This design comes from an exercise in tuning for small area, a short achievable clock period and few clock cycles per item on the open sky130 flow, not from production work. The RTL was checked by simulation tests, not by an equivalence proof against the original design. Power and IR drop assume default switching activity.

==> design/flow/design.v <==
module xcorr_sdp_ram #(parameter N = 256,
                       parameter DW = 18,
                       parameter NT = 31)
                      (input clk,
                       input shift,
                       input rot,
                       input [DW-1:0] din,
                       output [NT*DW-1:0] taps);
    reg [N*DW-1:0] mem;
    always @(posedge clk) begin
        if (shift)
            mem <= {mem[(N-1)*DW-1:0], rot ? mem[N*DW-1 -: DW] : din};
    end
    assign taps = mem[NT*DW-1:0];
endmodule
module xcorr_benc(input [17:0] b,
                  output [8:0] one,
                  output [8:0] two,
                  output [8:0] neg);
    wire [18:0] bx = {b, 1'b0};
    genvar j;
    generate
        for (j = 0; j < 9; j = j+1) begin : dig
            assign one[j] = bx[2*j+1] ^ bx[2*j];
            assign two[j] = (bx[2*j+2] & ~bx[2*j+1] & ~bx[2*j]) | (~bx[2*j+2] & bx[2*j+1] & bx[2*j]);
            assign neg[j] = bx[2*j+2];
        end
    endgenerate
endmodule
module xcorr_bmul(input [17:0] a,
                  input [8:0] one,
                  input [8:0] two,
                  input [8:0] neg,
                  output [35:0] s,
                  output [35:0] c);
    wire one0 = one[0];
    wire two0 = two[0];
    wire neg0 = neg[0];
    wire one1 = one[1];
    wire two1 = two[1];
    wire neg1 = neg[1];
    wire one2 = one[2];
    wire two2 = two[2];
    wire neg2 = neg[2];
    wire one3 = one[3];
    wire two3 = two[3];
    wire neg3 = neg[3];
    wire one4 = one[4];
    wire two4 = two[4];
    wire neg4 = neg[4];
    wire one5 = one[5];
    wire two5 = two[5];
    wire neg5 = neg[5];
    wire one6 = one[6];
    wire two6 = two[6];
    wire neg6 = neg[6];
    wire one7 = one[7];
    wire two7 = two[7];
    wire neg7 = neg[7];
    wire one8 = one[8];
    wire two8 = two[8];
    wire neg8 = neg[8];
    wire pp0_0 = (((one0 & a[0]) | (two0 & 1'b0)) ^ neg0);
    wire pp0_1 = (((one0 & a[1]) | (two0 & a[0])) ^ neg0);
    wire pp0_2 = (((one0 & a[2]) | (two0 & a[1])) ^ neg0);
    wire pp0_3 = (((one0 & a[3]) | (two0 & a[2])) ^ neg0);
    wire pp0_4 = (((one0 & a[4]) | (two0 & a[3])) ^ neg0);
    wire pp0_5 = (((one0 & a[5]) | (two0 & a[4])) ^ neg0);
    wire pp0_6 = (((one0 & a[6]) | (two0 & a[5])) ^ neg0);
    wire pp0_7 = (((one0 & a[7]) | (two0 & a[6])) ^ neg0);
    wire pp0_8 = (((one0 & a[8]) | (two0 & a[7])) ^ neg0);
    wire pp0_9 = (((one0 & a[9]) | (two0 & a[8])) ^ neg0);
    wire pp0_10 = (((one0 & a[10]) | (two0 & a[9])) ^ neg0);
    wire pp0_11 = (((one0 & a[11]) | (two0 & a[10])) ^ neg0);
    wire pp0_12 = (((one0 & a[12]) | (two0 & a[11])) ^ neg0);
    wire pp0_13 = (((one0 & a[13]) | (two0 & a[12])) ^ neg0);
    wire pp0_14 = (((one0 & a[14]) | (two0 & a[13])) ^ neg0);
    wire pp0_15 = (((one0 & a[15]) | (two0 & a[14])) ^ neg0);
    wire pp0_16 = (((one0 & a[16]) | (two0 & a[15])) ^ neg0);
    wire pp0_17 = (((one0 & a[17]) | (two0 & a[16])) ^ neg0);
    wire pp0_18 = ~(((one0 & a[17]) | (two0 & a[17])) ^ neg0);
    wire pp1_0 = (((one1 & a[0]) | (two1 & 1'b0)) ^ neg1);
    wire pp1_1 = (((one1 & a[1]) | (two1 & a[0])) ^ neg1);
    wire pp1_2 = (((one1 & a[2]) | (two1 & a[1])) ^ neg1);
    wire pp1_3 = (((one1 & a[3]) | (two1 & a[2])) ^ neg1);
    wire pp1_4 = (((one1 & a[4]) | (two1 & a[3])) ^ neg1);
    wire pp1_5 = (((one1 & a[5]) | (two1 & a[4])) ^ neg1);
    wire pp1_6 = (((one1 & a[6]) | (two1 & a[5])) ^ neg1);
    wire pp1_7 = (((one1 & a[7]) | (two1 & a[6])) ^ neg1);
    wire pp1_8 = (((one1 & a[8]) | (two1 & a[7])) ^ neg1);
    wire pp1_9 = (((one1 & a[9]) | (two1 & a[8])) ^ neg1);
    wire pp1_10 = (((one1 & a[10]) | (two1 & a[9])) ^ neg1);
    wire pp1_11 = (((one1 & a[11]) | (two1 & a[10])) ^ neg1);
    wire pp1_12 = (((one1 & a[12]) | (two1 & a[11])) ^ neg1);
    wire pp1_13 = (((one1 & a[13]) | (two1 & a[12])) ^ neg1);
    wire pp1_14 = (((one1 & a[14]) | (two1 & a[13])) ^ neg1);
    wire pp1_15 = (((one1 & a[15]) | (two1 & a[14])) ^ neg1);
    wire pp1_16 = (((one1 & a[16]) | (two1 & a[15])) ^ neg1);
    wire pp1_17 = (((one1 & a[17]) | (two1 & a[16])) ^ neg1);
    wire pp1_18 = ~(((one1 & a[17]) | (two1 & a[17])) ^ neg1);
    wire pp2_0 = (((one2 & a[0]) | (two2 & 1'b0)) ^ neg2);
    wire pp2_1 = (((one2 & a[1]) | (two2 & a[0])) ^ neg2);
    wire pp2_2 = (((one2 & a[2]) | (two2 & a[1])) ^ neg2);
    wire pp2_3 = (((one2 & a[3]) | (two2 & a[2])) ^ neg2);
    wire pp2_4 = (((one2 & a[4]) | (two2 & a[3])) ^ neg2);
    wire pp2_5 = (((one2 & a[5]) | (two2 & a[4])) ^ neg2);
    wire pp2_6 = (((one2 & a[6]) | (two2 & a[5])) ^ neg2);
    wire pp2_7 = (((one2 & a[7]) | (two2 & a[6])) ^ neg2);
    wire pp2_8 = (((one2 & a[8]) | (two2 & a[7])) ^ neg2);
    wire pp2_9 = (((one2 & a[9]) | (two2 & a[8])) ^ neg2);
    wire pp2_10 = (((one2 & a[10]) | (two2 & a[9])) ^ neg2);
    wire pp2_11 = (((one2 & a[11]) | (two2 & a[10])) ^ neg2);
    wire pp2_12 = (((one2 & a[12]) | (two2 & a[11])) ^ neg2);
    wire pp2_13 = (((one2 & a[13]) | (two2 & a[12])) ^ neg2);
    wire pp2_14 = (((one2 & a[14]) | (two2 & a[13])) ^ neg2);
    wire pp2_15 = (((one2 & a[15]) | (two2 & a[14])) ^ neg2);
    wire pp2_16 = (((one2 & a[16]) | (two2 & a[15])) ^ neg2);
    wire pp2_17 = (((one2 & a[17]) | (two2 & a[16])) ^ neg2);
    wire pp2_18 = ~(((one2 & a[17]) | (two2 & a[17])) ^ neg2);
    wire pp3_0 = (((one3 & a[0]) | (two3 & 1'b0)) ^ neg3);
    wire pp3_1 = (((one3 & a[1]) | (two3 & a[0])) ^ neg3);
    wire pp3_2 = (((one3 & a[2]) | (two3 & a[1])) ^ neg3);
    wire pp3_3 = (((one3 & a[3]) | (two3 & a[2])) ^ neg3);
    wire pp3_4 = (((one3 & a[4]) | (two3 & a[3])) ^ neg3);
    wire pp3_5 = (((one3 & a[5]) | (two3 & a[4])) ^ neg3);
    wire pp3_6 = (((one3 & a[6]) | (two3 & a[5])) ^ neg3);
    wire pp3_7 = (((one3 & a[7]) | (two3 & a[6])) ^ neg3);
    wire pp3_8 = (((one3 & a[8]) | (two3 & a[7])) ^ neg3);
    wire pp3_9 = (((one3 & a[9]) | (two3 & a[8])) ^ neg3);
    wire pp3_10 = (((one3 & a[10]) | (two3 & a[9])) ^ neg3);
    wire pp3_11 = (((one3 & a[11]) | (two3 & a[10])) ^ neg3);
    wire pp3_12 = (((one3 & a[12]) | (two3 & a[11])) ^ neg3);
    wire pp3_13 = (((one3 & a[13]) | (two3 & a[12])) ^ neg3);
    wire pp3_14 = (((one3 & a[14]) | (two3 & a[13])) ^ neg3);
    wire pp3_15 = (((one3 & a[15]) | (two3 & a[14])) ^ neg3);
    wire pp3_16 = (((one3 & a[16]) | (two3 & a[15])) ^ neg3);
    wire pp3_17 = (((one3 & a[17]) | (two3 & a[16])) ^ neg3);
    wire pp3_18 = ~(((one3 & a[17]) | (two3 & a[17])) ^ neg3);
    wire pp4_0 = (((one4 & a[0]) | (two4 & 1'b0)) ^ neg4);
    wire pp4_1 = (((one4 & a[1]) | (two4 & a[0])) ^ neg4);
    wire pp4_2 = (((one4 & a[2]) | (two4 & a[1])) ^ neg4);
    wire pp4_3 = (((one4 & a[3]) | (two4 & a[2])) ^ neg4);
    wire pp4_4 = (((one4 & a[4]) | (two4 & a[3])) ^ neg4);
    wire pp4_5 = (((one4 & a[5]) | (two4 & a[4])) ^ neg4);
    wire pp4_6 = (((one4 & a[6]) | (two4 & a[5])) ^ neg4);
    wire pp4_7 = (((one4 & a[7]) | (two4 & a[6])) ^ neg4);
    wire pp4_8 = (((one4 & a[8]) | (two4 & a[7])) ^ neg4);
    wire pp4_9 = (((one4 & a[9]) | (two4 & a[8])) ^ neg4);
    wire pp4_10 = (((one4 & a[10]) | (two4 & a[9])) ^ neg4);
    wire pp4_11 = (((one4 & a[11]) | (two4 & a[10])) ^ neg4);
    wire pp4_12 = (((one4 & a[12]) | (two4 & a[11])) ^ neg4);
    wire pp4_13 = (((one4 & a[13]) | (two4 & a[12])) ^ neg4);
    wire pp4_14 = (((one4 & a[14]) | (two4 & a[13])) ^ neg4);
    wire pp4_15 = (((one4 & a[15]) | (two4 & a[14])) ^ neg4);
    wire pp4_16 = (((one4 & a[16]) | (two4 & a[15])) ^ neg4);
    wire pp4_17 = (((one4 & a[17]) | (two4 & a[16])) ^ neg4);
    wire pp4_18 = ~(((one4 & a[17]) | (two4 & a[17])) ^ neg4);
    wire pp5_0 = (((one5 & a[0]) | (two5 & 1'b0)) ^ neg5);
    wire pp5_1 = (((one5 & a[1]) | (two5 & a[0])) ^ neg5);
    wire pp5_2 = (((one5 & a[2]) | (two5 & a[1])) ^ neg5);
    wire pp5_3 = (((one5 & a[3]) | (two5 & a[2])) ^ neg5);
    wire pp5_4 = (((one5 & a[4]) | (two5 & a[3])) ^ neg5);
    wire pp5_5 = (((one5 & a[5]) | (two5 & a[4])) ^ neg5);
    wire pp5_6 = (((one5 & a[6]) | (two5 & a[5])) ^ neg5);
    wire pp5_7 = (((one5 & a[7]) | (two5 & a[6])) ^ neg5);
    wire pp5_8 = (((one5 & a[8]) | (two5 & a[7])) ^ neg5);
    wire pp5_9 = (((one5 & a[9]) | (two5 & a[8])) ^ neg5);
    wire pp5_10 = (((one5 & a[10]) | (two5 & a[9])) ^ neg5);
    wire pp5_11 = (((one5 & a[11]) | (two5 & a[10])) ^ neg5);
    wire pp5_12 = (((one5 & a[12]) | (two5 & a[11])) ^ neg5);
    wire pp5_13 = (((one5 & a[13]) | (two5 & a[12])) ^ neg5);
    wire pp5_14 = (((one5 & a[14]) | (two5 & a[13])) ^ neg5);
    wire pp5_15 = (((one5 & a[15]) | (two5 & a[14])) ^ neg5);
    wire pp5_16 = (((one5 & a[16]) | (two5 & a[15])) ^ neg5);
    wire pp5_17 = (((one5 & a[17]) | (two5 & a[16])) ^ neg5);
    wire pp5_18 = ~(((one5 & a[17]) | (two5 & a[17])) ^ neg5);
    wire pp6_0 = (((one6 & a[0]) | (two6 & 1'b0)) ^ neg6);
    wire pp6_1 = (((one6 & a[1]) | (two6 & a[0])) ^ neg6);
    wire pp6_2 = (((one6 & a[2]) | (two6 & a[1])) ^ neg6);
    wire pp6_3 = (((one6 & a[3]) | (two6 & a[2])) ^ neg6);
    wire pp6_4 = (((one6 & a[4]) | (two6 & a[3])) ^ neg6);
    wire pp6_5 = (((one6 & a[5]) | (two6 & a[4])) ^ neg6);
    wire pp6_6 = (((one6 & a[6]) | (two6 & a[5])) ^ neg6);
    wire pp6_7 = (((one6 & a[7]) | (two6 & a[6])) ^ neg6);
    wire pp6_8 = (((one6 & a[8]) | (two6 & a[7])) ^ neg6);
    wire pp6_9 = (((one6 & a[9]) | (two6 & a[8])) ^ neg6);
    wire pp6_10 = (((one6 & a[10]) | (two6 & a[9])) ^ neg6);
    wire pp6_11 = (((one6 & a[11]) | (two6 & a[10])) ^ neg6);
    wire pp6_12 = (((one6 & a[12]) | (two6 & a[11])) ^ neg6);
    wire pp6_13 = (((one6 & a[13]) | (two6 & a[12])) ^ neg6);
    wire pp6_14 = (((one6 & a[14]) | (two6 & a[13])) ^ neg6);
    wire pp6_15 = (((one6 & a[15]) | (two6 & a[14])) ^ neg6);
    wire pp6_16 = (((one6 & a[16]) | (two6 & a[15])) ^ neg6);
    wire pp6_17 = (((one6 & a[17]) | (two6 & a[16])) ^ neg6);
    wire pp6_18 = ~(((one6 & a[17]) | (two6 & a[17])) ^ neg6);
    wire pp7_0 = (((one7 & a[0]) | (two7 & 1'b0)) ^ neg7);
    wire pp7_1 = (((one7 & a[1]) | (two7 & a[0])) ^ neg7);
    wire pp7_2 = (((one7 & a[2]) | (two7 & a[1])) ^ neg7);
    wire pp7_3 = (((one7 & a[3]) | (two7 & a[2])) ^ neg7);
    wire pp7_4 = (((one7 & a[4]) | (two7 & a[3])) ^ neg7);
    wire pp7_5 = (((one7 & a[5]) | (two7 & a[4])) ^ neg7);
    wire pp7_6 = (((one7 & a[6]) | (two7 & a[5])) ^ neg7);
    wire pp7_7 = (((one7 & a[7]) | (two7 & a[6])) ^ neg7);
    wire pp7_8 = (((one7 & a[8]) | (two7 & a[7])) ^ neg7);
    wire pp7_9 = (((one7 & a[9]) | (two7 & a[8])) ^ neg7);
    wire pp7_10 = (((one7 & a[10]) | (two7 & a[9])) ^ neg7);
    wire pp7_11 = (((one7 & a[11]) | (two7 & a[10])) ^ neg7);
    wire pp7_12 = (((one7 & a[12]) | (two7 & a[11])) ^ neg7);
    wire pp7_13 = (((one7 & a[13]) | (two7 & a[12])) ^ neg7);
    wire pp7_14 = (((one7 & a[14]) | (two7 & a[13])) ^ neg7);
    wire pp7_15 = (((one7 & a[15]) | (two7 & a[14])) ^ neg7);
    wire pp7_16 = (((one7 & a[16]) | (two7 & a[15])) ^ neg7);
    wire pp7_17 = (((one7 & a[17]) | (two7 & a[16])) ^ neg7);
    wire pp7_18 = ~(((one7 & a[17]) | (two7 & a[17])) ^ neg7);
    wire pp8_0 = (((one8 & a[0]) | (two8 & 1'b0)) ^ neg8);
    wire pp8_1 = (((one8 & a[1]) | (two8 & a[0])) ^ neg8);
    wire pp8_2 = (((one8 & a[2]) | (two8 & a[1])) ^ neg8);
    wire pp8_3 = (((one8 & a[3]) | (two8 & a[2])) ^ neg8);
    wire pp8_4 = (((one8 & a[4]) | (two8 & a[3])) ^ neg8);
    wire pp8_5 = (((one8 & a[5]) | (two8 & a[4])) ^ neg8);
    wire pp8_6 = (((one8 & a[6]) | (two8 & a[5])) ^ neg8);
    wire pp8_7 = (((one8 & a[7]) | (two8 & a[6])) ^ neg8);
    wire pp8_8 = (((one8 & a[8]) | (two8 & a[7])) ^ neg8);
    wire pp8_9 = (((one8 & a[9]) | (two8 & a[8])) ^ neg8);
    wire pp8_10 = (((one8 & a[10]) | (two8 & a[9])) ^ neg8);
    wire pp8_11 = (((one8 & a[11]) | (two8 & a[10])) ^ neg8);
    wire pp8_12 = (((one8 & a[12]) | (two8 & a[11])) ^ neg8);
    wire pp8_13 = (((one8 & a[13]) | (two8 & a[12])) ^ neg8);
    wire pp8_14 = (((one8 & a[14]) | (two8 & a[13])) ^ neg8);
    wire pp8_15 = (((one8 & a[15]) | (two8 & a[14])) ^ neg8);
    wire pp8_16 = (((one8 & a[16]) | (two8 & a[15])) ^ neg8);
    wire pp8_17 = (((one8 & a[17]) | (two8 & a[16])) ^ neg8);
    wire pp8_18 = ~(((one8 & a[17]) | (two8 & a[17])) ^ neg8);
    wire s1 = pp0_16 ^ pp1_14;
    wire c2 = pp0_16 & pp1_14;
    wire s3 = pp0_17 ^ pp1_15;
    wire c4 = pp0_17 & pp1_15;
    wire s5 = pp0_18 ^ pp1_16 ^ pp2_14;
    wire c6 = (pp0_18 & pp1_16) | (pp0_18 & pp2_14) | (pp1_16 & pp2_14);
    wire s7 = pp1_17 ^ pp2_15;
    wire c8 = pp1_17 & pp2_15;
    wire s9 = pp0_10 ^ pp1_8;
    wire c10 = pp0_10 & pp1_8;
    wire s11 = pp0_11 ^ pp1_9;
    wire c12 = pp0_11 & pp1_9;
    wire s13 = pp0_12 ^ pp1_10 ^ pp2_8;
    wire c14 = (pp0_12 & pp1_10) | (pp0_12 & pp2_8) | (pp1_10 & pp2_8);
    wire s15 = pp3_6 ^ pp4_4;
    wire c16 = pp3_6 & pp4_4;
    wire s17 = pp0_13 ^ pp1_11 ^ pp2_9;
    wire c18 = (pp0_13 & pp1_11) | (pp0_13 & pp2_9) | (pp1_11 & pp2_9);
    wire s19 = pp3_7 ^ pp4_5;
    wire c20 = pp3_7 & pp4_5;
    wire s21 = pp0_14 ^ pp1_12 ^ pp2_10;
    wire c22 = (pp0_14 & pp1_12) | (pp0_14 & pp2_10) | (pp1_12 & pp2_10);
    wire s23 = pp3_8 ^ pp4_6 ^ pp5_4;
    wire c24 = (pp3_8 & pp4_6) | (pp3_8 & pp5_4) | (pp4_6 & pp5_4);
    wire s25 = pp6_2 ^ pp7_0;
    wire c26 = pp6_2 & pp7_0;
    wire s27 = pp0_15 ^ pp1_13 ^ pp2_11;
    wire c28 = (pp0_15 & pp1_13) | (pp0_15 & pp2_11) | (pp1_13 & pp2_11);
    wire s29 = pp3_9 ^ pp4_7 ^ pp5_5;
    wire c30 = (pp3_9 & pp4_7) | (pp3_9 & pp5_5) | (pp4_7 & pp5_5);
    wire s31 = pp6_3 ^ pp7_1;
    wire c32 = pp6_3 & pp7_1;
    wire s33 = s1 ^ pp2_12 ^ pp3_10;
    wire c34 = (s1 & pp2_12) | (s1 & pp3_10) | (pp2_12 & pp3_10);
    wire s35 = pp4_8 ^ pp5_6 ^ pp6_4;
    wire c36 = (pp4_8 & pp5_6) | (pp4_8 & pp6_4) | (pp5_6 & pp6_4);
    wire s37 = pp7_2 ^ pp8_0 ^ neg8;
    wire c38 = (pp7_2 & pp8_0) | (pp7_2 & neg8) | (pp8_0 & neg8);
    wire s39 = c2 ^ s3 ^ pp2_13;
    wire c40 = (c2 & s3) | (c2 & pp2_13) | (s3 & pp2_13);
    wire s41 = pp3_11 ^ pp4_9 ^ pp5_7;
    wire c42 = (pp3_11 & pp4_9) | (pp3_11 & pp5_7) | (pp4_9 & pp5_7);
    wire s43 = pp6_5 ^ pp7_3 ^ pp8_1;
    wire c44 = (pp6_5 & pp7_3) | (pp6_5 & pp8_1) | (pp7_3 & pp8_1);
    wire s45 = c4 ^ s5 ^ pp3_12;
    wire c46 = (c4 & s5) | (c4 & pp3_12) | (s5 & pp3_12);
    wire s47 = pp4_10 ^ pp5_8 ^ pp6_6;
    wire c48 = (pp4_10 & pp5_8) | (pp4_10 & pp6_6) | (pp5_8 & pp6_6);
    wire s49 = pp7_4 ^ pp8_2 ^ 1'b1;
    wire c50 = (pp7_4 & pp8_2) | (pp7_4 & 1'b1) | (pp8_2 & 1'b1);
    wire s51 = c6 ^ s7 ^ pp3_13;
    wire c52 = (c6 & s7) | (c6 & pp3_13) | (s7 & pp3_13);
    wire s53 = pp4_11 ^ pp5_9 ^ pp6_7;
    wire c54 = (pp4_11 & pp5_9) | (pp4_11 & pp6_7) | (pp5_9 & pp6_7);
    wire s55 = pp7_5 ^ pp8_3 ^ 1'b1;
    wire c56 = (pp7_5 & pp8_3) | (pp7_5 & 1'b1) | (pp8_3 & 1'b1);
    wire s57 = c8 ^ pp1_18 ^ pp2_16;
    wire c58 = (c8 & pp1_18) | (c8 & pp2_16) | (pp1_18 & pp2_16);
    wire s59 = pp3_14 ^ pp4_12 ^ pp5_10;
    wire c60 = (pp3_14 & pp4_12) | (pp3_14 & pp5_10) | (pp4_12 & pp5_10);
    wire s61 = pp6_8 ^ pp7_6 ^ pp8_4;
    wire c62 = (pp6_8 & pp7_6) | (pp6_8 & pp8_4) | (pp7_6 & pp8_4);
    wire s63 = pp2_17 ^ pp3_15 ^ pp4_13;
    wire c64 = (pp2_17 & pp3_15) | (pp2_17 & pp4_13) | (pp3_15 & pp4_13);
    wire s65 = pp5_11 ^ pp6_9 ^ pp7_7;
    wire c66 = (pp5_11 & pp6_9) | (pp5_11 & pp7_7) | (pp6_9 & pp7_7);
    wire s67 = pp8_5 ^ 1'b1;
    wire c68 = pp8_5 & 1'b1;
    wire s69 = pp2_18 ^ pp3_16 ^ pp4_14;
    wire c70 = (pp2_18 & pp3_16) | (pp2_18 & pp4_14) | (pp3_16 & pp4_14);
    wire s71 = pp5_12 ^ pp6_10 ^ pp7_8;
    wire c72 = (pp5_12 & pp6_10) | (pp5_12 & pp7_8) | (pp6_10 & pp7_8);
    wire s73 = pp3_17 ^ pp4_15 ^ pp5_13;
    wire c74 = (pp3_17 & pp4_15) | (pp3_17 & pp5_13) | (pp4_15 & pp5_13);
    wire s75 = pp6_11 ^ pp7_9;
    wire c76 = pp6_11 & pp7_9;
    wire s77 = pp3_18 ^ pp4_16 ^ pp5_14;
    wire c78 = (pp3_18 & pp4_16) | (pp3_18 & pp5_14) | (pp4_16 & pp5_14);
    wire s79 = pp4_17 ^ pp5_15;
    wire c80 = pp4_17 & pp5_15;
    wire s81 = pp0_6 ^ pp1_4;
    wire c82 = pp0_6 & pp1_4;
    wire s83 = pp0_7 ^ pp1_5;
    wire c84 = pp0_7 & pp1_5;
    wire s85 = pp0_8 ^ pp1_6 ^ pp2_4;
    wire c86 = (pp0_8 & pp1_6) | (pp0_8 & pp2_4) | (pp1_6 & pp2_4);
    wire s87 = pp3_2 ^ pp4_0;
    wire c88 = pp3_2 & pp4_0;
    wire s89 = pp0_9 ^ pp1_7 ^ pp2_5;
    wire c90 = (pp0_9 & pp1_7) | (pp0_9 & pp2_5) | (pp1_7 & pp2_5);
    wire s91 = pp3_3 ^ pp4_1;
    wire c92 = pp3_3 & pp4_1;
    wire s93 = s9 ^ pp2_6 ^ pp3_4;
    wire c94 = (s9 & pp2_6) | (s9 & pp3_4) | (pp2_6 & pp3_4);
    wire s95 = pp4_2 ^ pp5_0 ^ neg5;
    wire c96 = (pp4_2 & pp5_0) | (pp4_2 & neg5) | (pp5_0 & neg5);
    wire s97 = c10 ^ s11 ^ pp2_7;
    wire c98 = (c10 & s11) | (c10 & pp2_7) | (s11 & pp2_7);
    wire s99 = pp3_5 ^ pp4_3 ^ pp5_1;
    wire c100 = (pp3_5 & pp4_3) | (pp3_5 & pp5_1) | (pp4_3 & pp5_1);
    wire s101 = c12 ^ s13 ^ s15;
    wire c102 = (c12 & s13) | (c12 & s15) | (s13 & s15);
    wire s103 = pp5_2 ^ pp6_0 ^ neg6;
    wire c104 = (pp5_2 & pp6_0) | (pp5_2 & neg6) | (pp6_0 & neg6);
    wire s105 = c14 ^ c16 ^ s17;
    wire c106 = (c14 & c16) | (c14 & s17) | (c16 & s17);
    wire s107 = s19 ^ pp5_3 ^ pp6_1;
    wire c108 = (s19 & pp5_3) | (s19 & pp6_1) | (pp5_3 & pp6_1);
    wire s109 = c18 ^ c20 ^ s21;
    wire c110 = (c18 & c20) | (c18 & s21) | (c20 & s21);
    wire s111 = s23 ^ s25 ^ neg7;
    wire c112 = (s23 & s25) | (s23 & neg7) | (s25 & neg7);
    wire s113 = c22 ^ c24 ^ c26;
    wire c114 = (c22 & c24) | (c22 & c26) | (c24 & c26);
    wire s115 = s27 ^ s29 ^ s31;
    wire c116 = (s27 & s29) | (s27 & s31) | (s29 & s31);
    wire s117 = c28 ^ c30 ^ c32;
    wire c118 = (c28 & c30) | (c28 & c32) | (c30 & c32);
    wire s119 = s33 ^ s35 ^ s37;
    wire c120 = (s33 & s35) | (s33 & s37) | (s35 & s37);
    wire s121 = c34 ^ c36 ^ c38;
    wire c122 = (c34 & c36) | (c34 & c38) | (c36 & c38);
    wire s123 = s39 ^ s41 ^ s43;
    wire c124 = (s39 & s41) | (s39 & s43) | (s41 & s43);
    wire s125 = c40 ^ c42 ^ c44;
    wire c126 = (c40 & c42) | (c40 & c44) | (c42 & c44);
    wire s127 = s45 ^ s47 ^ s49;
    wire c128 = (s45 & s47) | (s45 & s49) | (s47 & s49);
    wire s129 = c46 ^ c48 ^ c50;
    wire c130 = (c46 & c48) | (c46 & c50) | (c48 & c50);
    wire s131 = s51 ^ s53 ^ s55;
    wire c132 = (s51 & s53) | (s51 & s55) | (s53 & s55);
    wire s133 = c52 ^ c54 ^ c56;
    wire c134 = (c52 & c54) | (c52 & c56) | (c54 & c56);
    wire s135 = s57 ^ s59 ^ s61;
    wire c136 = (s57 & s59) | (s57 & s61) | (s59 & s61);
    wire s137 = c58 ^ c60 ^ c62;
    wire c138 = (c58 & c60) | (c58 & c62) | (c60 & c62);
    wire s139 = s63 ^ s65 ^ s67;
    wire c140 = (s63 & s65) | (s63 & s67) | (s65 & s67);
    wire s141 = c64 ^ c66 ^ c68;
    wire c142 = (c64 & c66) | (c64 & c68) | (c66 & c68);
    wire s143 = s69 ^ s71 ^ pp8_6;
    wire c144 = (s69 & s71) | (s69 & pp8_6) | (s71 & pp8_6);
    wire s145 = c70 ^ c72 ^ s73;
    wire c146 = (c70 & c72) | (c70 & s73) | (c72 & s73);
    wire s147 = s75 ^ pp8_7 ^ 1'b1;
    wire c148 = (s75 & pp8_7) | (s75 & 1'b1) | (pp8_7 & 1'b1);
    wire s149 = c74 ^ c76 ^ s77;
    wire c150 = (c74 & c76) | (c74 & s77) | (c76 & s77);
    wire s151 = pp6_12 ^ pp7_10 ^ pp8_8;
    wire c152 = (pp6_12 & pp7_10) | (pp6_12 & pp8_8) | (pp7_10 & pp8_8);
    wire s153 = c78 ^ s79 ^ pp6_13;
    wire c154 = (c78 & s79) | (c78 & pp6_13) | (s79 & pp6_13);
    wire s155 = pp7_11 ^ pp8_9 ^ 1'b1;
    wire c156 = (pp7_11 & pp8_9) | (pp7_11 & 1'b1) | (pp8_9 & 1'b1);
    wire s157 = c80 ^ pp4_18 ^ pp5_16;
    wire c158 = (c80 & pp4_18) | (c80 & pp5_16) | (pp4_18 & pp5_16);
    wire s159 = pp6_14 ^ pp7_12 ^ pp8_10;
    wire c160 = (pp6_14 & pp7_12) | (pp6_14 & pp8_10) | (pp7_12 & pp8_10);
    wire s161 = pp5_17 ^ pp6_15 ^ pp7_13;
    wire c162 = (pp5_17 & pp6_15) | (pp5_17 & pp7_13) | (pp6_15 & pp7_13);
    wire s163 = pp8_11 ^ 1'b1;
    wire c164 = pp8_11 & 1'b1;
    wire s165 = pp5_18 ^ pp6_16 ^ pp7_14;
    wire c166 = (pp5_18 & pp6_16) | (pp5_18 & pp7_14) | (pp6_16 & pp7_14);
    wire s167 = pp6_17 ^ pp7_15;
    wire c168 = pp6_17 & pp7_15;
    wire s169 = pp0_4 ^ pp1_2;
    wire c170 = pp0_4 & pp1_2;
    wire s171 = pp0_5 ^ pp1_3;
    wire c172 = pp0_5 & pp1_3;
    wire s173 = s81 ^ pp2_2 ^ pp3_0;
    wire c174 = (s81 & pp2_2) | (s81 & pp3_0) | (pp2_2 & pp3_0);
    wire s175 = c82 ^ s83 ^ pp2_3;
    wire c176 = (c82 & s83) | (c82 & pp2_3) | (s83 & pp2_3);
    wire s177 = c84 ^ s85 ^ s87;
    wire c178 = (c84 & s85) | (c84 & s87) | (s85 & s87);
    wire s179 = c86 ^ c88 ^ s89;
    wire c180 = (c86 & c88) | (c86 & s89) | (c88 & s89);
    wire s181 = c90 ^ c92 ^ s93;
    wire c182 = (c90 & c92) | (c90 & s93) | (c92 & s93);
    wire s183 = c94 ^ c96 ^ s97;
    wire c184 = (c94 & c96) | (c94 & s97) | (c96 & s97);
    wire s185 = c98 ^ c100 ^ s101;
    wire c186 = (c98 & c100) | (c98 & s101) | (c100 & s101);
    wire s187 = c102 ^ c104 ^ s105;
    wire c188 = (c102 & c104) | (c102 & s105) | (c104 & s105);
    wire s189 = c106 ^ c108 ^ s109;
    wire c190 = (c106 & c108) | (c106 & s109) | (c108 & s109);
    wire s191 = c110 ^ c112 ^ s113;
    wire c192 = (c110 & c112) | (c110 & s113) | (c112 & s113);
    wire s193 = c114 ^ c116 ^ s117;
    wire c194 = (c114 & c116) | (c114 & s117) | (c116 & s117);
    wire s195 = c118 ^ c120 ^ s121;
    wire c196 = (c118 & c120) | (c118 & s121) | (c120 & s121);
    wire s197 = c122 ^ c124 ^ s125;
    wire c198 = (c122 & c124) | (c122 & s125) | (c124 & s125);
    wire s199 = c126 ^ c128 ^ s129;
    wire c200 = (c126 & c128) | (c126 & s129) | (c128 & s129);
    wire s201 = c130 ^ c132 ^ s133;
    wire c202 = (c130 & c132) | (c130 & s133) | (c132 & s133);
    wire s203 = c134 ^ c136 ^ s137;
    wire c204 = (c134 & c136) | (c134 & s137) | (c136 & s137);
    wire s205 = c138 ^ c140 ^ s141;
    wire c206 = (c138 & c140) | (c138 & s141) | (c140 & s141);
    wire s207 = c142 ^ c144 ^ s145;
    wire c208 = (c142 & c144) | (c142 & s145) | (c144 & s145);
    wire s209 = c146 ^ c148 ^ s149;
    wire c210 = (c146 & c148) | (c146 & s149) | (c148 & s149);
    wire s211 = c150 ^ c152 ^ s153;
    wire c212 = (c150 & c152) | (c150 & s153) | (c152 & s153);
    wire s213 = c154 ^ c156 ^ s157;
    wire c214 = (c154 & c156) | (c154 & s157) | (c156 & s157);
    wire s215 = c158 ^ c160 ^ s161;
    wire c216 = (c158 & c160) | (c158 & s161) | (c160 & s161);
    wire s217 = c162 ^ c164 ^ s165;
    wire c218 = (c162 & c164) | (c162 & s165) | (c164 & s165);
    wire s219 = c166 ^ s167 ^ pp8_13;
    wire c220 = (c166 & s167) | (c166 & pp8_13) | (s167 & pp8_13);
    wire s221 = c168 ^ pp6_18 ^ pp7_16;
    wire c222 = (c168 & pp6_18) | (c168 & pp7_16) | (pp6_18 & pp7_16);
    wire s223 = pp7_17 ^ pp8_15;
    wire c224 = pp7_17 & pp8_15;
    wire s225 = pp0_2 ^ pp1_0;
    wire c226 = pp0_2 & pp1_0;
    wire s227 = pp0_3 ^ pp1_1;
    wire c228 = pp0_3 & pp1_1;
    wire s229 = s169 ^ pp2_0 ^ neg2;
    wire c230 = (s169 & pp2_0) | (s169 & neg2) | (pp2_0 & neg2);
    wire s231 = c170 ^ s171 ^ pp2_1;
    wire c232 = (c170 & s171) | (c170 & pp2_1) | (s171 & pp2_1);
    wire s233 = c172 ^ s173 ^ neg3;
    wire c234 = (c172 & s173) | (c172 & neg3) | (s173 & neg3);
    wire s235 = c174 ^ s175 ^ pp3_1;
    wire c236 = (c174 & s175) | (c174 & pp3_1) | (s175 & pp3_1);
    wire s237 = c176 ^ s177 ^ neg4;
    wire c238 = (c176 & s177) | (c176 & neg4) | (s177 & neg4);
    wire s239 = c178 ^ s179 ^ s91;
    wire c240 = (c178 & s179) | (c178 & s91) | (s179 & s91);
    wire s241 = c180 ^ s181 ^ s95;
    wire c242 = (c180 & s181) | (c180 & s95) | (s181 & s95);
    wire s243 = c182 ^ s183 ^ s99;
    wire c244 = (c182 & s183) | (c182 & s99) | (s183 & s99);
    wire s245 = c184 ^ s185 ^ s103;
    wire c246 = (c184 & s185) | (c184 & s103) | (s185 & s103);
    wire s247 = c186 ^ s187 ^ s107;
    wire c248 = (c186 & s187) | (c186 & s107) | (s187 & s107);
    wire s249 = c188 ^ s189 ^ s111;
    wire c250 = (c188 & s189) | (c188 & s111) | (s189 & s111);
    wire s251 = c190 ^ s191 ^ s115;
    wire c252 = (c190 & s191) | (c190 & s115) | (s191 & s115);
    wire s253 = c192 ^ s193 ^ s119;
    wire c254 = (c192 & s193) | (c192 & s119) | (s193 & s119);
    wire s255 = c194 ^ s195 ^ s123;
    wire c256 = (c194 & s195) | (c194 & s123) | (s195 & s123);
    wire s257 = c196 ^ s197 ^ s127;
    wire c258 = (c196 & s197) | (c196 & s127) | (s197 & s127);
    wire s259 = c198 ^ s199 ^ s131;
    wire c260 = (c198 & s199) | (c198 & s131) | (s199 & s131);
    wire s261 = c200 ^ s201 ^ s135;
    wire c262 = (c200 & s201) | (c200 & s135) | (s201 & s135);
    wire s263 = c202 ^ s203 ^ s139;
    wire c264 = (c202 & s203) | (c202 & s139) | (s203 & s139);
    wire s265 = c204 ^ s205 ^ s143;
    wire c266 = (c204 & s205) | (c204 & s143) | (s205 & s143);
    wire s267 = c206 ^ s207 ^ s147;
    wire c268 = (c206 & s207) | (c206 & s147) | (s207 & s147);
    wire s269 = c208 ^ s209 ^ s151;
    wire c270 = (c208 & s209) | (c208 & s151) | (s209 & s151);
    wire s271 = c210 ^ s211 ^ s155;
    wire c272 = (c210 & s211) | (c210 & s155) | (s211 & s155);
    wire s273 = c212 ^ s213 ^ s159;
    wire c274 = (c212 & s213) | (c212 & s159) | (s213 & s159);
    wire s275 = c214 ^ s215 ^ s163;
    wire c276 = (c214 & s215) | (c214 & s163) | (s215 & s163);
    wire s277 = c216 ^ s217 ^ pp8_12;
    wire c278 = (c216 & s217) | (c216 & pp8_12) | (s217 & pp8_12);
    wire s279 = c218 ^ s219 ^ 1'b1;
    wire c280 = (c218 & s219) | (c218 & 1'b1) | (s219 & 1'b1);
    wire s281 = c220 ^ s221 ^ pp8_14;
    wire c282 = (c220 & s221) | (c220 & pp8_14) | (s221 & pp8_14);
    wire s283 = c222 ^ s223 ^ 1'b1;
    wire c284 = (c222 & s223) | (c222 & 1'b1) | (s223 & 1'b1);
    wire s285 = c224 ^ pp7_18 ^ pp8_16;
    wire c286 = (c224 & pp7_18) | (c224 & pp8_16) | (pp7_18 & pp8_16);
    wire s287 = pp8_17 ^ 1'b1;
    wire c288 = pp8_17 & 1'b1;
    assign s = {1'b0, c288, c286, c284, c282, c280, c278, c276, c274, c272, c270, c268, c266, c264, c262, c260, c258, c256, c254, c252, c250, c248, c246, c244, c242, c240, c238, c236, c234, c232, c230, c228, c226, s225, pp0_1, pp0_0};
    assign c = {1'b0, pp8_18, s287, s285, s283, s281, s279, s277, s275, s273, s271, s269, s267, s265, s263, s261, s259, s257, s255, s253, s251, s249, s247, s245, s243, s241, s239, s237, s235, s233, s231, s229, s227, neg1, 1'b0, neg0};
endmodule
module mic_data_store #(parameter N = 256,
                        parameter AW = 8,
                        parameter NT = 31)
                       (input clk,
                        input rst_n,
                        input signed [17:0]mic_1,
                        input start,
                        input finish_left_or_right,
                        input step,
                        input drain,
                        input rot,
                        output reg p0_v,
                        output reg p1_v,
                        output [NT*18-1:0]taps,
                        output output_done_flag);
    reg start_temp;
    reg start_flag;
    reg done_flag;
    reg [AW-1:0]ada_cnt;
    assign output_done_flag = done_flag;
    always @(posedge clk or negedge rst_n)begin
        if (!rst_n)
            start_temp <= 0;
        else
            start_temp <= start;
    end
    always @(posedge clk or negedge rst_n)begin
        if (!rst_n)begin
            start_flag <= 0;
            done_flag  <= 0;
        end
        else if (!start_temp&start&!start_flag&!done_flag) 
            start_flag <= 1'b1;
        else if (start_flag&finish_left_or_right&(ada_cnt == N-1))
        begin
            start_flag <= 1'b0;
            done_flag  <= 1'b1;
        end
    end
    always @(posedge clk or negedge rst_n)begin
        if (!rst_n)
            ada_cnt <= 0;
        else if (start_flag)
        begin
            if (finish_left_or_right)
                ada_cnt <= ada_cnt+1'b1;
        end
        else
            ada_cnt <= 0;
    end
    wire take = start_flag & finish_left_or_right;
    reg [17:0] p0_d;
    reg [17:0] p1_d;
    wire pop = p0_v & (step | drain | p1_v);
    always @(posedge clk or negedge rst_n)begin
        if (!rst_n)begin
            p0_v <= 0;
            p1_v <= 0;
        end
        else if (pop)begin
            p0_v <= p1_v | take;
            p1_v <= p1_v & take;
        end
        else if (!p0_v)
            p0_v <= take;
        else
            p1_v <= take;
    end
    always @(posedge clk)begin
        p1_d <= mic_1;
        if (pop)
            p0_d <= p1_v ? p1_d : mic_1;
        else if (!p0_v)
            p0_d <= mic_1;
    end
    xcorr_sdp_ram #(.N(N), .DW(18), .NT(NT)) ram_inst(
    .clk(clk),
    .shift(pop | rot),
    .rot(rot),
    .din(p0_d),
    .taps(taps)
    );
endmodule
module xcorr(input clk,
             input rst_n,
             input start_flag,
             input finish_left,
             input finish_right,
             input signed[17:0]mic_1,
             input signed[17:0]mic_2,
             output reg[5:0]sequence_num,
             output reg finished,
             output reg finished_temp1);
    localparam N    = 256;          
    localparam AW   = 8;            
    localparam MAXS = 30;           
    localparam NT   = MAXS+1;       
    localparam AccW = 36+AW;        
    localparam NM   = 8;            
    reg finished_temp;
    always @(posedge clk or negedge rst_n) begin
        if (!rst_n)
        begin
            finished_temp  <= 0;
            finished_temp1 <= 0;
        end
        else
        begin
            finished_temp  <= finished;
            finished_temp1 <= finished_temp;
        end
    end
    wire p0_v1, p1_v1, p0_v2, p1_v2;
    wire done1, done2;
    wire [NT*18-1:0] t1;
    wire [NT*18-1:0] t2;
    reg [2:0] fc;           
    reg issuing;            
    reg [AW:0] kn;          
    reg [AW-1:0] k;         
    reg brk;                
    reg fb;                 
    wire can_start = (!issuing | (fc == 3'd7)) & ((kn == 0) | (fc == 3'd7)) & !kn[AW];
    wire ev_s = !brk & !fb & p0_v1 & p0_v2 & can_start;
    wire ev_f = fb & can_start;
    wire ev   = ev_s | ev_f;
    mic_data_store #(.N(N), .AW(AW), .NT(NT)) mic_data_store_inst1(
    .clk(clk),
    .rst_n(rst_n),
    .mic_1(mic_1),
    .start(start_flag),
    .finish_left_or_right(finish_right),
    .step(ev_s),
    .drain(brk),
    .rot(ev_f),
    .p0_v(p0_v1),
    .p1_v(p1_v1),
    .taps(t1),
    .output_done_flag(done1));
    mic_data_store #(.N(N), .AW(AW), .NT(NT)) mic_data_store_inst2(
    .clk(clk),
    .rst_n(rst_n),
    .mic_1(mic_2),
    .start(start_flag),
    .finish_left_or_right(finish_left),
    .step(ev_s),
    .drain(brk),
    .rot(ev_f),
    .p0_v(p0_v2),
    .p1_v(p1_v2),
    .taps(t2),
    .output_done_flag(done2));
    always @(posedge clk or negedge rst_n) begin
        if (!rst_n)
        begin
            fc      <= 0;
            issuing <= 0;
            kn      <= 0;
            k       <= 0;
            brk     <= 0;
            fb      <= 0;
        end
        else
        begin
            fc <= ev ? 3'd0 : fc+3'd1;
            if (ev)
                issuing <= 1'b1;
            else if (fc == 3'd7)
                issuing <= 1'b0;
            if (ev)
                k <= kn[AW-1:0];
            if (!fb & (p1_v1 | p1_v2) & !ev_s)
                brk <= 1'b1;
            if (brk & !fb & done1 & done2 & !p0_v1 & !p0_v2)
            begin
                fb <= 1'b1;
                kn <= 0;
            end
            else if (ev)
                kn <= kn+1'b1;
        end
    end
    wire first_i = issuing & (k == 0);
    wire last_i  = issuing & (k == N-1);
    reg first_o, first_p, last_o, last_p, last_a, last_b;
    always @(posedge clk or negedge rst_n) begin
        if (!rst_n)
        begin
            first_o <= 0;
            first_p <= 0;
            last_o  <= 0;
            last_p  <= 0;
            last_a  <= 0;
            last_b  <= 0;
        end
        else
        begin
            first_o <= first_i;
            first_p <= first_o;
            last_o  <= last_i;
            last_p  <= last_o;
            last_a  <= last_p;
            last_b  <= last_a;
        end
    end
    wire [NM*AccW-1:0] head;    
    localparam LW = 22;               
    localparam HW = AccW-LW;
    genvar m;
    generate
        for (m = 0; m < NM; m = m+1) begin : mac
            reg [17:0] opa;
            reg [8:0] bone;
            reg [8:0] btwo;
            reg [8:0] bneg;
            reg [35:0] ps;
            reg [35:0] pc;
            reg [35-LW:0] hs;
            reg [35-LW:0] hc;
            reg [1:0] cy;
            reg [AccW-1:0] acc [0:7];
            wire [35:0] ms;
            wire [35:0] mc;
            wire [8:0] eone;
            wire [8:0] etwo;
            wire [8:0] eneg;
            reg [17:0] a_n;
            reg [17:0] b_n;
            integer c, l;
            always @(*) begin
                a_n = 0;
                b_n = 0;
                for (c = 0; c < 8; c = c+1) begin
                    l = 8*c+m;
                    if (fc == c) begin
                        if (l <= MAXS) begin
                            a_n = t2[17:0];
                            b_n = (k >= l) ? t1[18*l +: 18] : 18'd0;
                        end
                        else if (l <= 2*MAXS) begin
                            a_n = t1[17:0];
                            b_n = (k >= l-MAXS) ? t2[18*(l-MAXS) +: 18] : 18'd0;
                        end
                    end
                end
                if (!issuing) begin
                    a_n = 0;
                    b_n = 0;
                end
            end
            xcorr_benc enc(.b(b_n), .one(eone), .two(etwo), .neg(eneg));
            xcorr_bmul mul(.a(opa), .one(bone), .two(btwo), .neg(bneg), .s(ms), .c(mc));
            wire [AccW-1:0] base = first_p ? {AccW{1'b0}} : acc[7];
            wire [LW+1:0] lo = {2'b00, base[LW-1:0]} + {2'b00, ps[LW-1:0]} + {2'b00, pc[LW-1:0]};
            wire [HW-1:0] hi = acc[0][AccW-1:LW] + {{(HW-36+LW){1'b0}}, hs}
                               + {{(HW-36+LW){1'b0}}, hc} + {{(HW-2){1'b0}}, cy}
                               - {{(HW-36+LW){1'b0}}, 1'b1, {(35-LW){1'b0}}};
            always @(posedge clk) begin
                opa    <= a_n;
                bone   <= eone;
                btwo   <= etwo;
                bneg   <= eneg;
                ps     <= ms;
                pc     <= mc;
                hs     <= ps[35:LW];
                hc     <= pc[35:LW];
                cy     <= lo[LW+1:LW];
                acc[0] <= {base[AccW-1:LW], lo[LW-1:0]};
                acc[1] <= {hi, acc[0][LW-1:0]};
                acc[2] <= acc[1];
                acc[3] <= acc[2];
                acc[4] <= acc[3];
                acc[5] <= acc[4];
                acc[6] <= acc[5];
                acc[7] <= acc[6];
            end
            assign head[m*AccW +: AccW] = acc[1];
        end
    endgenerate
    reg v1, v2, v3;
    reg signed [AccW-1:0] w1 [0:3];
    reg [3:0] i1;
    reg signed [AccW-1:0] w2 [0:1];
    reg [1:0] i2hi;
    reg [1:0] i2lo;
    reg signed [AccW-1:0] w3;
    reg [2:0] i3;
    reg [2:0] grp;
    reg signed [AccW-1:0] best;
    reg [5:0] bidx;
    wire signed [AccW-1:0] h0 = head[0*AccW +: AccW];
    wire signed [AccW-1:0] h1 = head[1*AccW +: AccW];
    wire signed [AccW-1:0] h2 = head[2*AccW +: AccW];
    wire signed [AccW-1:0] h3 = head[3*AccW +: AccW];
    wire signed [AccW-1:0] h4 = head[4*AccW +: AccW];
    wire signed [AccW-1:0] h5 = head[5*AccW +: AccW];
    wire signed [AccW-1:0] h6 = head[6*AccW +: AccW];
    wire signed [AccW-1:0] h7 = head[7*AccW +: AccW];
    wire s10 = h1 > h0;
    wire s11 = h3 > h2;
    wire s12 = h5 > h4;
    wire s13 = h7 > h6;
    wire s20 = w1[1] > w1[0];
    wire s21 = w1[3] > w1[2];
    wire s3  = w2[1] > w2[0];
    wire sb  = w3 > best;
    wire [5:0] nidx = {grp, i3};
    always @(posedge clk) begin
        w1[0] <= s10 ? h1 : h0;
        w1[1] <= s11 ? h3 : h2;
        w1[2] <= s12 ? h5 : h4;
        w1[3] <= s13 ? h7 : h6;
        i1    <= {s13, s12, s11, s10};
        w2[0] <= s20 ? w1[1] : w1[0];
        w2[1] <= s21 ? w1[3] : w1[2];
        i2lo  <= {s21 ? i1[3] : i1[2], s20 ? i1[1] : i1[0]};
        i2hi  <= {s21, s20};
        w3    <= s3 ? w2[1] : w2[0];
        i3    <= s3 ? {1'b1, i2hi[1], i2lo[1]} : {1'b0, i2hi[0], i2lo[0]};
    end
    always @(posedge clk or negedge rst_n) begin
        if (!rst_n)
        begin
            v1           <= 0;
            v2           <= 0;
            v3           <= 0;
            grp          <= 0;
            best         <= 0;
            bidx         <= 0;
            finished     <= 0;
            sequence_num <= 0;
        end
        else
        begin
            v1 <= last_b;
            v2 <= v1;
            v3 <= v2;
            if (ev & (kn == N-1))
            begin
                grp  <= 0;
                best <= 0;
                bidx <= 0;
            end
            else if (v3)
            begin
                grp <= grp+3'd1;
                if (sb)
                begin
                    best <= w3;
                    bidx <= nidx;
                end
                if (grp == 3'd7)
                begin
                    finished     <= 1'b1;
                    sequence_num <= sb ? nidx : bidx;
                end
            end
        end
    end
endmodule
==> design/flow/run.sh <==
#!/bin/bash
# synth_recipe.tcl (not shown) runs the flow's synth.tcl, then flattens the netlist and writes it again
# the make line also repeats each setting of config.mk as NAME=value (left out here)
make -C /OpenROAD-flow-scripts/flow DESIGN_CONFIG=/design/flow/config.mk WORK_HOME=/design/flow/orfs CLKGATE_MAP_FILE= SYNTH_SCRIPT=/design/flow/synth_recipe.tcl finish
==> design/flow/config.mk <==
export PLATFORM = sky130hd
export DESIGN_NAME = xcorr
export DESIGN_NICKNAME = xcorr
export VERILOG_FILES = /design/flow/design.v
export SDC_FILE = /design/flow/constraint.sdc
export NUM_CORES = 4
export LEC_CHECK = 0
export CAP_MARGIN = 20
export CORE_MARGIN = 2
export CORE_UTILIZATION = 40
export PLACE_DENSITY = 0.6
export SLEW_MARGIN = 20
export SYNTH_MEMORY_MAX_BITS = 16384
==> design/flow/constraint.sdc <==
create_clock -name core_clock -period 12.0 [get_ports {clk}]
set_input_delay 2.4000 -clock core_clock [delete_from_list [all_inputs] [get_ports {clk}]]
set_output_delay 2.4000 -clock core_clock [all_outputs]
set_load 0.01 [all_outputs]
==> results of run 1 <==
==> power groups by stage <==
stage                     sequential, mW  clock [mW]  combinational (mW)
after floorplan                     68.7           0                6.85
after global placement              63.2           0                9.54
after detailed placement            63.2           0                9.73
after CTS                           62.5        42.8                9.79
after global routing                63.0        44.5                10.7
final                               62.3        41.5                9.62
==> how the worst min path moves through the flow <==
stage / from / to / cells past startpoint
finish: mac[5].acc[3][38] / mac[5].acc[4][38] / 0
global placement: mac[5].acc[2][35] / mac[5].acc[3][35] / 0
floorplan: mac[0].acc[0][0] / mac[0].acc[1][0] / 0
CTS: mac[5].acc[3][38] / mac[5].acc[4][38] / 0
global route: mac[5].acc[3][38] / mac[5].acc[4][38] / 0
detailed placement: mac[0].acc[5][29] / mac[0].acc[6][29] / 0
==> metal layers <==
layer / share of wire / routed length, um / up-vias / GRT usage
met2: 0.44 / 426000 / 6770 / 0.240
met1: 0.44 / 425000 / 109000 / 0.224
met5: 0.00016 / 157 / - / 0
met4: 0.049 / 46700 / 18 / 0.0728
li1: - / - / 96500 / -
met3: 0.065 / 62100 / 2281 / 0.0304
==> registers in the layout (all words and copies together), names as in the netlist, 18 cells and up <==
| register | count |
|---|---|
| mic_data_store_inst2.p0_d | 18 |
| mac.bneg | 72 |
| best | 44 |
| w2 | 88 |
| mic_data_store_inst1.p0_d | 18 |
| mic_data_store_inst2.ram_inst.mem | 4608 |
| mac.pc | 272 |
| w1 | 176 |
| mac.btwo | 72 |
| w3 | 44 |
| mac.hs | 104 |
| mac.opa | 54 |
| mic_data_store_inst1.ram_inst.mem | 4608 |
| mac.acc | 2816 |
| mac.hc | 104 |
| mic_data_store_inst2.p1_d | 18 |
| mic_data_store_inst1.p1_d | 18 |
| mac.bone | 72 |
| mac.ps | 280 |
==> cell usage in the layout, fill, tap and decap left out, types with 97 or more instances in the layout <==
cell type  Yosys  routed
a21o_1       201     201
a21oi_1      652     641
a221oi_1     132     131
a22oi_1     1400    1400
buf_4          9     335
bufinv_16      0     105
clkbuf_1     775     274
clkbuf_16      0    1424
clkinv_1       0     191
clkinv_2       0     206
dfrtp_1      119     117
dfxtp_1     4217    4180
edfxtp_1    9252    9252
fa_1        1176    1176
ha_1        1077    1075
inv_1       1715    1713
mux2_2       307     307
nand2_1      552     549
nand2b_1     116     113
nand3_1      109     109
nor2_1       441     424
nor2b_1      425     424
nor3_1        99      97
o21ai_0      325     324
xnor2_1     1131    1131
xor2_1       623     623
==> worst max-delay path: cells and delay by family, from the launching register on <==
kind / cells / cell delay, ns
buf+inv: 3 / 2.07
simple gates: 3 / 1.95
flops: 1 / 0.77
fa+ha+maj: 1 / 0.62
compound gates: 1 / 0.14
==> cells by family after synthesis <==
logic type,share of synthesized area
flip-flops,0.782
AO/OA/AOI/OAI,0.0502
buffers and inverters,0.0223
adder cells (fa/ha/maj),0.0793
AND/OR/NAND/NOR,0.0225
XOR/XNOR,0.0329
multiplexers,0.0109
==> area by class of cell <==
type / count / area share
flip-flops and latches: 13600 / 0.688
multi-input cells: 9907 / 0.173
clock buffers: 1775 / 0.0710
well taps: 15600 / 0.0367
inverters: 1724 / 0.0122
clock inverters: 630 / 0.0115
repair buffers: 435 / 0.00754
diodes: 49 / 0.000231
==> flow_summary.toml, run 1 <==
[routing]
drt_wl_total_um = 960000
drt_pass1_iterations = 8
ant_nets = 0
dr.first_iter.drc_count = 20800
avgViaCountPerCell = 4.92
wl_per_cell_um = 22.0
route.detailed.drc = 0
vias = 215000

[synth]
seq_area_frac_synth = 0.782
synth.distinct_cells = 98
synth-seq-cells = 13600
syn_inst = 26200
syn_nets = 28500
synthFlopType = "edfxtp_1"
synth_top_area_cell = "edfxtp_1"
synth.most_common_cell = "edfxtp_1"
yosysWarnings = 13
synth_top_area_share = 0.595
synth_common_cells = "edfxtp_1 (9252), dfxtp_1 (4217), inv_1 (1715), a22oi_1 (1400), fa_1 (1176)"
synthTopCellsByArea = "edfxtp_1 (59%), dfxtp_1 (18%), fa_1 (5.0%), ha_1 (2.9%), a22oi_1 (2.3%)"
avgSynthCellArea_um2 = 17.8
ys_async_sr_fraction = 0.00876
syn_area_um2 = 467000
synth_edf_count = 9252

[clocking]
cts_tree = "built"
cts_root_buf = "clkbuf_16"
cts_resized = 0
ctsHoldBuffers = 0
cts-buffers-inserted = 1397
htreeDepth = 7
cts_setup_buffers = 0
cts_buffer_depth = 6
cts.clk_slew.worst_paths_ns = 0.06
clock_latency_ns = 1.29
clock-sinks = 13600

[sta]
rsz0062_at_grt = "false"
finalClockSkew_ns = 0.131
setup_viol = 0
whs_ns = 0.283
tns_ns = 0
fmax_ghz = 0.156
drv_slew = 0
setup_ws_ns = 5.59
post-route-period-util = 0.534
fin_crit_ns = 6.41
slew_headroom = 0.104
hold_viol = 0
worstMarginPinSlew_ns = 1.33

[final_layout]
area_growth_syn_to_layout_pct = 13.7
fin_util = 0.455
regArea_um2 = 365000
multiInputGateArea_um2 = 92000
fin_area_um2 = 531000
drive_gt1_frac = 0.102
finalNetCount = 29300
fill_cells = 99000
final_cells = 43700

[setup_path]
rrSetupSlack_ns = 5.59
endpoint_kind = "register"
worst-setup-path-type = "register to register"
arrival_ns = 7.24
slowest_stage = "buf_4"
critPathLaunch = "fc[2]"
cp_slowest_stage_delay_ns = 0.89
crit_chain = "ha_2 > a21oi_1 > nor2_1 > and2_2 > nand2b_4 > buf_4 > buf_12 > buf_4"
r2r-start = "fc[2]"
critPathMaxFanout = 169
crit_path_end = "mic_data_store_inst2.ram_inst.mem[1871]"
reg2reg_depth = 8
worstReg2RegEnd = "mic_data_store_inst2.ram_inst.mem[1871]"
startpoint_type = "register"
cp_common_cell = "buf_4"
cp_data_required_time_ns = 12.83

[global_routing]
grt_overflow = 0
grt_pass1_wl_um = 1410000
antenna_found_initial = 84
grt_pass1_vias = 217000
grt_util_all_layers = 0.159
grt_max_degree = 211

[power]
pwr-share-comb = 0.085
pwr-share-clk = 0.366
max-vdd-ir-drop_mv = 0.244
internal_power_mw = 87.2
total_power_mw = 113
switchingPower_mw = 26.2
p_sw_frac = 0.231
leakage_nw = 192
power_density_nw_per_um2 = 214
seq_power_share = 0.549

[status]
status = "timing/DRC/antenna clean"

[placement]
pre_cts_ws_ns = 5.61
postPlaceCellArea_um2 = 487000
routabilityCongestion = 0.891
portBuffers = 48
dp.cells = 41200
hpwl_um = 603000

[floorplanning]
die_w_um = 1080
die_h_um = 1080
num_io_pins = 49
initial_core_util = 0.400
core_um2 = 1170000
die-area_um2 = 1180000
num_rows = 397

[hold_path]
hold_class = "register to register"

[flow_run]
maxCapViolCount = 0
Testbench counts, summed over its fixed seeds: cycles 65,984, items 32.
==> run 2, diff against run 1 <==
--- a/design/flow/config.mk
+++ b/design/flow/config.mk
@@ -7,7 +7,8 @@
 export LEC_CHECK = 0
 export CAP_MARGIN = 20
 export CORE_MARGIN = 2
-export CORE_UTILIZATION = 40
-export PLACE_DENSITY = 0.6
+export CORE_UTILIZATION = 50
+export CTS_CLUSTER_SIZE = 30
+export PLACE_DENSITY = 0.7
 export SLEW_MARGIN = 20
 export SYNTH_MEMORY_MAX_BITS = 16384
==> run 2 against run 1 <==
Die area shrank 20%; clock-buffer cell count shrank 128; synthesized cell count unchanged; first-iteration DRC count up 14%; still clean; critical path depth is 8 higher; largest cell class unchanged; sequential share of layout area up 0.63 points; total power decreased by 0.11%; hold slack improved by 0.0051 ns.
==> flow_summary.toml, run 2 <==
[final_layout]
layout_common_cells = "edfxtp_1 (9252), dfxtp_1 (4174), inv_1 (1718)"
fill_cells = 69400
finalNetCount = 29200
fin_util = 0.564
drive_gt1_frac = 0.101
largest_registers = "mic_data_store_inst1.ram_inst.mem: 4608 flops, mic_data_store_inst2.ram_inst.mem: 4608 flops, mac.acc: 2816 flops"
area_growth_syn_to_layout_pct = 12.7
multiInputGateArea_um2 = 92000
final_common_cell = "edfxtp_1"
regArea_um2 = 365000

[floorplanning]
initial_core_util = 0.501
die-area_um2 = 942000
num_rows = 355
num_io_pins = 49
core_um2 = 933000
die_h_um = 971
die_w_um = 971

[setup_path]
reg2reg_depth = 16
crit_chain = "buf_12 > buf_4 > nor2b_1 > ha_1 > ha_1 > fa_1 > a21o_1 > a21oi_1 > nor2b_1 > o21a_1 > o41ai_1 > o21a_1 > o221ai_1 > o21ai_0 > a21oi_1 > xor2_1"
critPathLaunch = "first_p"
worst-setup-path-type = "register to register"
worst-path-stages = 16
cp_data_required_time_ns = 12.96
path_buf_inv = 2
crit_family = "compound AO/OA/AOI/OAI gates"
startpoint_type = "register"
arrival_ns = 6.91
slowest_stage = "dfrtp_4"
cp_slowest_stage_delay_ns = 0.83
endpoint_kind = "register"
critPathMaxFanout = 92
r2r-start = "first_p"

[flow_run]
maxCapViolCount = 0

[power]
internal_power_mw = 86.5
pwr-share-comb = 0.087
seq_power_share = 0.551
pwr-share-clk = 0.363
power_density_nw_per_um2 = 215
switchingPower_mw = 26.8
max-vdd-ir-drop_mv = 0.194
p_sw_frac = 0.237
total_power_mw = 113
leakage_nw = 192

[synth]
synth_top_area_share = 0.595
yosys.area_share.xor_xnor = 0.0329
synth-seq-cells = 13600
yosysWarnings = 13
synth_top_area_cell = "edfxtp_1"
seq_area_frac_synth = 0.782
avgSynthCellArea_um2 = 17.8
synth.mux.area_fraction = 0.0109
syn_nets = 28500
synth.distinct_cells = 98
synth.most_common_cell = "edfxtp_1"
synth_top_family_by_area = "adder cells"
synth_compound_area_frac = 0.0502
synthAdderAreaFrac = 0.0793
synth_simple_gate_area_frac = 0.0225
synthFlopType = "edfxtp_1"
synthTopCellsByArea = "edfxtp_1 (59%), dfxtp_1 (18%), fa_1 (5.0%), ha_1 (2.9%), a22oi_1 (2.3%)"
synth_edf_count = 9252
ys_async_sr_fraction = 0.00876
synth_common_cells = "edfxtp_1 (9252), dfxtp_1 (4217), inv_1 (1715), a22oi_1 (1400), fa_1 (1176)"
syn_inst = 26200
syn_area_um2 = 467000

[global_routing]
grt_pass1_vias = 218000
grt_util_all_layers = 0.203
antenna_found_initial = 99
grt_pass1_wl_um = 1430000
grt_overflow = 0
grt_max_degree = 235

[hold_path]
hold_class = "register to register"
whs_path_depth = 0
min_from = "mac[0].acc[2][16]"

[sta]
fin_crit_ns = 5.96
slew_headroom = 0.0880
rsz0062_at_grt = "false"
drv_slew = 0
worstMarginPinSlew_ns = 1.36
tns_ns = 0
fmax_ghz = 0.168
hold_viol = 0
setup_viol = 0
post-route-period-util = 0.496
finalClockSkew_ns = 0.0937
setup_ws_ns = 6.04

[clocking]
cts_root_buf = "clkbuf_16"
cts_tree = "built"
cts-buffers-inserted = 1309
ctsHoldBuffers = 0
htreeDepth = 7
cts_buffer_depth = 5
cts_setup_buffers = 0
clock-sinks = 13600
clock_latency_ns = 1.14
cts_resized = 0
cts.clk_slew.worst_paths_ns = 0.06

[routing]
route.detailed.drc = 0
ant_nets = 0
wl_per_cell_um = 24.1
vias = 217000
drt_pass1_iterations = 10
drt_wl_total_um = 972000
avgViaCountPerCell = 5.37
dr.first_iter.drc_count = 23800

[placement]
routabilityCongestion = 0.964
pre_cts_ws_ns = 6.06
portBuffers = 48
hpwl_um = 590000

[status]
status = "timing/DRC/antenna clean"
## run 2: worst paths after layout
path | endpoint | slack (ns)
max | mac[1].acc[0][21] | 6.04
min | mac[0].acc[3][16] | 0.29
max reg2reg | mac[1].acc[0][21] | 6.04
min reg2reg | mac[0].acc[3][16] | 0.29
max in group asynchronous | sequence_num[2] | 9.23
min in group asynchronous | first_o | 1.34
## run 2: worst reg2reg max path, cell delays in order, from the launching register on
cell and delay [ns]:
dfrtp_4 0.83, buf_12 0.49, buf_4 1.00, nor2b_1 0.17, ha_1 0.32, ha_1 0.22, fa_1 0.46, a21o_1 0.18
a21oi_1 0.24, nor2b_1 0.09, o21a_1 0.19, o41ai_1 0.52, o21a_1 0.35, o221ai_1 0.19, o21ai_0 0.27, a21oi_1 0.12
xor2_1 0.15
## run 2: cell families after synthesis
group,count (synthesis)
simple gates,2094
mux,461
fa+ha+maj,2253
compound gates,3345
flops,13600
xor+xnor,1754
buf+inv,2746
## run 2: power groups by stage
stage                     Combinational (mW)  Sequential (mW)  Clock [mW]
after floorplan                         6.85             68.7           0
after detailed placement                9.79             63.1           0
after global routing                    10.8             63.0        43.9
final                                   9.81             62.4        41.1
after CTS                               9.85             62.5        42.2
after global placement                  9.52             63.1           0
## run 2: cell type report
class	count	area share
Antenna cell	119	0.000566
Clock buffer	1647	0.0672
Clock inverter	701	0.0147
Inverter	1724	0.0123
Multi-Input combinational cell	9907	0.175
Sequential cell	13600	0.694
Tap cell	12300	0.0293
Timing Repair Buffer	420	0.00732
## run 2: per-stage QoR
step | cells | hold WS (ns) | instance area (um^2)
after global routing | 40400 | 0.294 | 526000
after floorplan | 26200 | 0.310 | 467000
after CTS | 40300 | 0.283 | 526000
after global placement | 37900 | 0.310 | 483000
final | 40400 | 0.288 | 526000
after detailed placement | 38000 | 0.312 | 483000
## run 2: layer usage
layer / vias to the layer above / global-route usage / wire [um]
met4: 30 / 0.0913 / 45200
met1: 110000 / 0.289 / 415000
met3: 2283 / 0.0468 / 82100
met5: - / 0 / 204
li1: 96300 / - / -
met2: 8741 / 0.300 / 430000

-- port drivers added, routing unchanged --
The results above use ideal ports. As a check the final layouts listed here were re-extracted and re-timed, cells and wires unchanged. Step 1 (the two cells are an assumption about what drives the block):
set clk [get_ports {clk}]
set_driving_cell -lib_cell sky130_fd_sc_hd__clkbuf_16 $clk
set_driving_cell -lib_cell sky130_fd_sc_hd__buf_2 [delete_from_list [all_inputs] $clk]
Step 2 adds t to the input delays and takes it off the output delays; t is the mean of the earliest and latest rising clock arrival at the registers after step 1. Input paths then give back, and output paths get back, about the clock's delay inside the block. Slacks: no drivers / after step 1 / after step 2; pairs: no drivers / after step 1.
| run | t, ns | slack for setup (ns) | clock arrival spread, ns | worst slew at a driven data input, ns |
|---|---|---|---|---|
| run 1 | 1.373 | 5.594 / 5.594 / 5.594 | 0.131 / 0.131 | 0.15 |
| run 2 | 1.244 | 6.044 / 6.044 / 6.044 | 0.109 / 0.110 | 0.09 |
After both steps setup and hold are still met in every run listed.
